What follows belongs to an exercise in optimizing a design on an open flow for small area; a production flow would make more cautious choices. In this exercise RTL edits were held to simulation tests only and were not proved equivalent to the original. Power is estimated from default activity; no workload was simulated.

// aftab_core
module aftab_core #(parameter size = 32) (
    input clk,
    input rst,
    input memReady,
    input [7:0] memDataIn,
    output [7:0] memDataOut,
    output memRead,
    output memWrite,
    output [size-1:0] memAddr,
    input machineExternalInterrupt,
    input machineTimerInterrupt,
    input machineSoftwareInterrupt,
    input userExternalInterrupt,
    input userTimerInterrupt,
    input userSoftwareInterrupt,
    input [15:0] platformInterruptSignals,
    output interruptProcessing
);
Size: about 7,100 cells after synthesis, roughly 76 I/O pins.
Settings: LEC_CHECK=0, CAP_MARGIN=20, CORE_MARGIN=2, CORE_UTILIZATION=40, CTS_BUF_LIST=sky130_fd_sc_hd__clkbuf_8, PLACE_DENSITY=0.55, SLEW_MARGIN=20; clock period 12.0 ns.
run.sh (not shown) runs the stock make flow with config.mk's settings and CLKGATE_MAP_FILE= SYNTH_SCRIPT=/design/flow/synth_recipe.tcl, a recipe that flattens the netlist after the stock synthesis.
The starting point completed without violations.
==> next run, changes <==
==> flow/flow/run.sh (new file) <==
#!/bin/bash
# Layout flow: the standard ORFS flow (standard.sh: unchanged synthesis,
# floorplan, placement, routing) with three changes:
#  - clock tree synthesis uses clkbuf_8 and adds no dummy balancing loads;
#  - every port still gets its buffer, but the smallest buffer cell;
#  - the global-route step recovers area on paths with positive slack.
# The flow's full output goes to standard_flow.log; ORFS keeps each tool's
# log under orfs/logs.
set -euo pipefail
export CTS_ARGS="-sink_clustering_enable -repair_clock_nets -dont_use_dummy_load -buf_list sky130_fd_sc_hd__clkbuf_8"
export BUFFER_PORTS_ARGS="-buffer_cell sky130_fd_sc_hd__buf_1"
export RECOVER_POWER=100
bash standard.sh finish > standard_flow.log 2>&1
==> flow/standard.sh (new file) <==
#!/bin/bash
# synth_recipe.tcl (not shown) runs the flow's synth.tcl, then flattens the netlist and writes it again
# the make line also repeats each setting of config.mk as NAME=value (left out here)
make -C /OpenROAD-flow-scripts/flow DESIGN_CONFIG=/design/flow/config.mk WORK_HOME=/design/flow/orfs CLKGATE_MAP_FILE= SYNTH_SCRIPT=/design/flow/synth_recipe.tcl "${@:-finish}"
Settings changed: CTS_BUF_LIST sky130_fd_sc_hd__clkbuf_8 to not set.
removed: flow/run.sh
This time the run produced a layout that fails on max-capacitance violations, max-slew violations.
Setup slack loses 0.47 ns.
Register-to-register slack loses 0.47 ns.
Final cell count falls by 2.3%.
Total power falls by 5.3%.
Non-clock buffer count falls by 4.
Global-route usage falls by 0.17 points.
Routed wire length is about the same.
==> next run, changes <==
==> flow/flow/run.sh (replaced) <==
#!/bin/bash
# Layout flow: the standard ORFS flow (standard.sh: unchanged synthesis,
# floorplan, placement, routing) with these changes:
#  - clock tree synthesis uses clkbuf_4 and adds no dummy balancing loads;
#  - every port still gets its buffer, but the smallest buffer cell;
# The flow's full output goes to standard_flow.log; ORFS keeps each tool's
# log under orfs/logs.
set -euo pipefail
export CTS_ARGS="-sink_clustering_enable -repair_clock_nets -dont_use_dummy_load -buf_list sky130_fd_sc_hd__clkbuf_4"
export BUFFER_PORTS_ARGS="-buffer_cell sky130_fd_sc_hd__buf_1"
bash standard.sh finish > standard_flow.log 2>&1
The new run produced a clean layout; total power decreases by 5.5%; worst setup slack is better by 0.28 ns; fmax increases by 2.5%; synthesized cell count stays the same; sequential power barely changes; wire length hardly moves; critical path depth increases by 11.
==> next run, changes <==
Settings changed: CORE_UTILIZATION 40 to 50, PLACE_DENSITY 0.55 to 0.65.
Effect:
- setup slack got worse by 0.23 ns
- final area fell by 0.87%
- power went down by 0.64%
- cell count fell by 5.9%
- utilization rose by 11 points
- synthesized cell count stays the same
- routed wire length falls by 0.65%
- combinational power came out lower by about 5%
- die area shrinks by 20%
- clock power is lower by about 2%

========
aftab_core again, from the RTL that the note above started with.
export LEC_CHECK = 0
export CAP_MARGIN = 20
export CORE_MARGIN = 2
export CORE_UTILIZATION = 40
export GPL_ROUTABILITY_DRIVEN = 0
export PLACE_DENSITY = 0.55
export SLEW_MARGIN = 20
create_clock -name core_clock -period 12.0 [get_ports {clk}]
standard.sh (not shown) runs the stock make flow with config.mk's settings and CLKGATE_MAP_FILE= SYNTH_SCRIPT=/design/flow/synth_recipe.tcl, a recipe that flattens the netlist after the stock synthesis.
==> flow/flow/run.sh <==
#!/bin/bash
# Layout flow: the standard ORFS flow (standard.sh: unchanged synthesis,
# floorplan, placement, routing) with these changes:
#  - clock tree synthesis uses clkbuf_4 and adds no dummy balancing loads;
#  - every port still gets its buffer, but the smallest buffer cell;
# The flow's full output goes to standard_flow.log; ORFS keeps each tool's
# log under orfs/logs.
set -euo pipefail
export CTS_ARGS="-sink_clustering_enable -repair_clock_nets -dont_use_dummy_load -buf_list sky130_fd_sc_hd__clkbuf_4"
export BUFFER_PORTS_ARGS="-buffer_cell sky130_fd_sc_hd__buf_1"
bash standard.sh finish > standard_flow.log 2>&1
The baseline produced a clean layout.
Next try:
Settings changed: GPL_ROUTABILITY_DRIVEN 0 to default, PLACE_DENSITY 0.55 to 0.7.
The changed run completed with no timing, DRC or antenna violations.
First-iteration DRC count grows by 0.99%.
Worst setup slack is better by 0.14 ns.
Fmax grows by 1.3%.
Via count grows by 0.81%.
Synthesized cell count is unchanged.
Power shrinks by 0.72%.
Flip-flop and latch count is unchanged.
Wire length grows by 3.2%.

what the ideal ports hide:
The results above use ideal ports. As a check the final layouts listed here were re-extracted and re-timed, cells and wires unchanged.
Step 1 assumes that a clkbuf_16 drives the clock port and a buf_2 every other input.
Step 2, shift: input delay + t, output delay - t, t = (earliest + latest rising clock arrival at the registers) / 2. This alone moves slack from input paths to output paths.
a / b / c = no drivers / after step 1 / after step 2; a / b = the first two.
run	t (ns)	slack for setup (ns)	worst hold slack (ns)	cell pins on the clock port's net
the first run of note 1	1.111	1.054 / 1.054 / 1.054	0.409 / 0.409 / 0.409	1
the second run of note 1	1.119	0.584 / 0.584 / 0.513	0.458 / 0.458 / 0.458	1
the third run of note 1	1.459	0.864 / 0.864 / 0.864	0.418 / 0.418 / 0.418	1
the fourth run of note 1	1.486	0.633 / 0.633 / 0.633	0.447 / 0.447 / 0.447	1
the first run of note 2	1.509	0.493 / 0.493 / 0.493	0.411 / 0.411 / 0.411	1
the second run of note 2	1.489	0.636 / 0.636 / 0.636	0.408 / 0.408 / 0.408	1
The setup slack of the second run of note 1, which loses most, moves by 0.000 ns with the drivers and by -0.071 ns with both steps. Setup slack includes reset recovery checks.
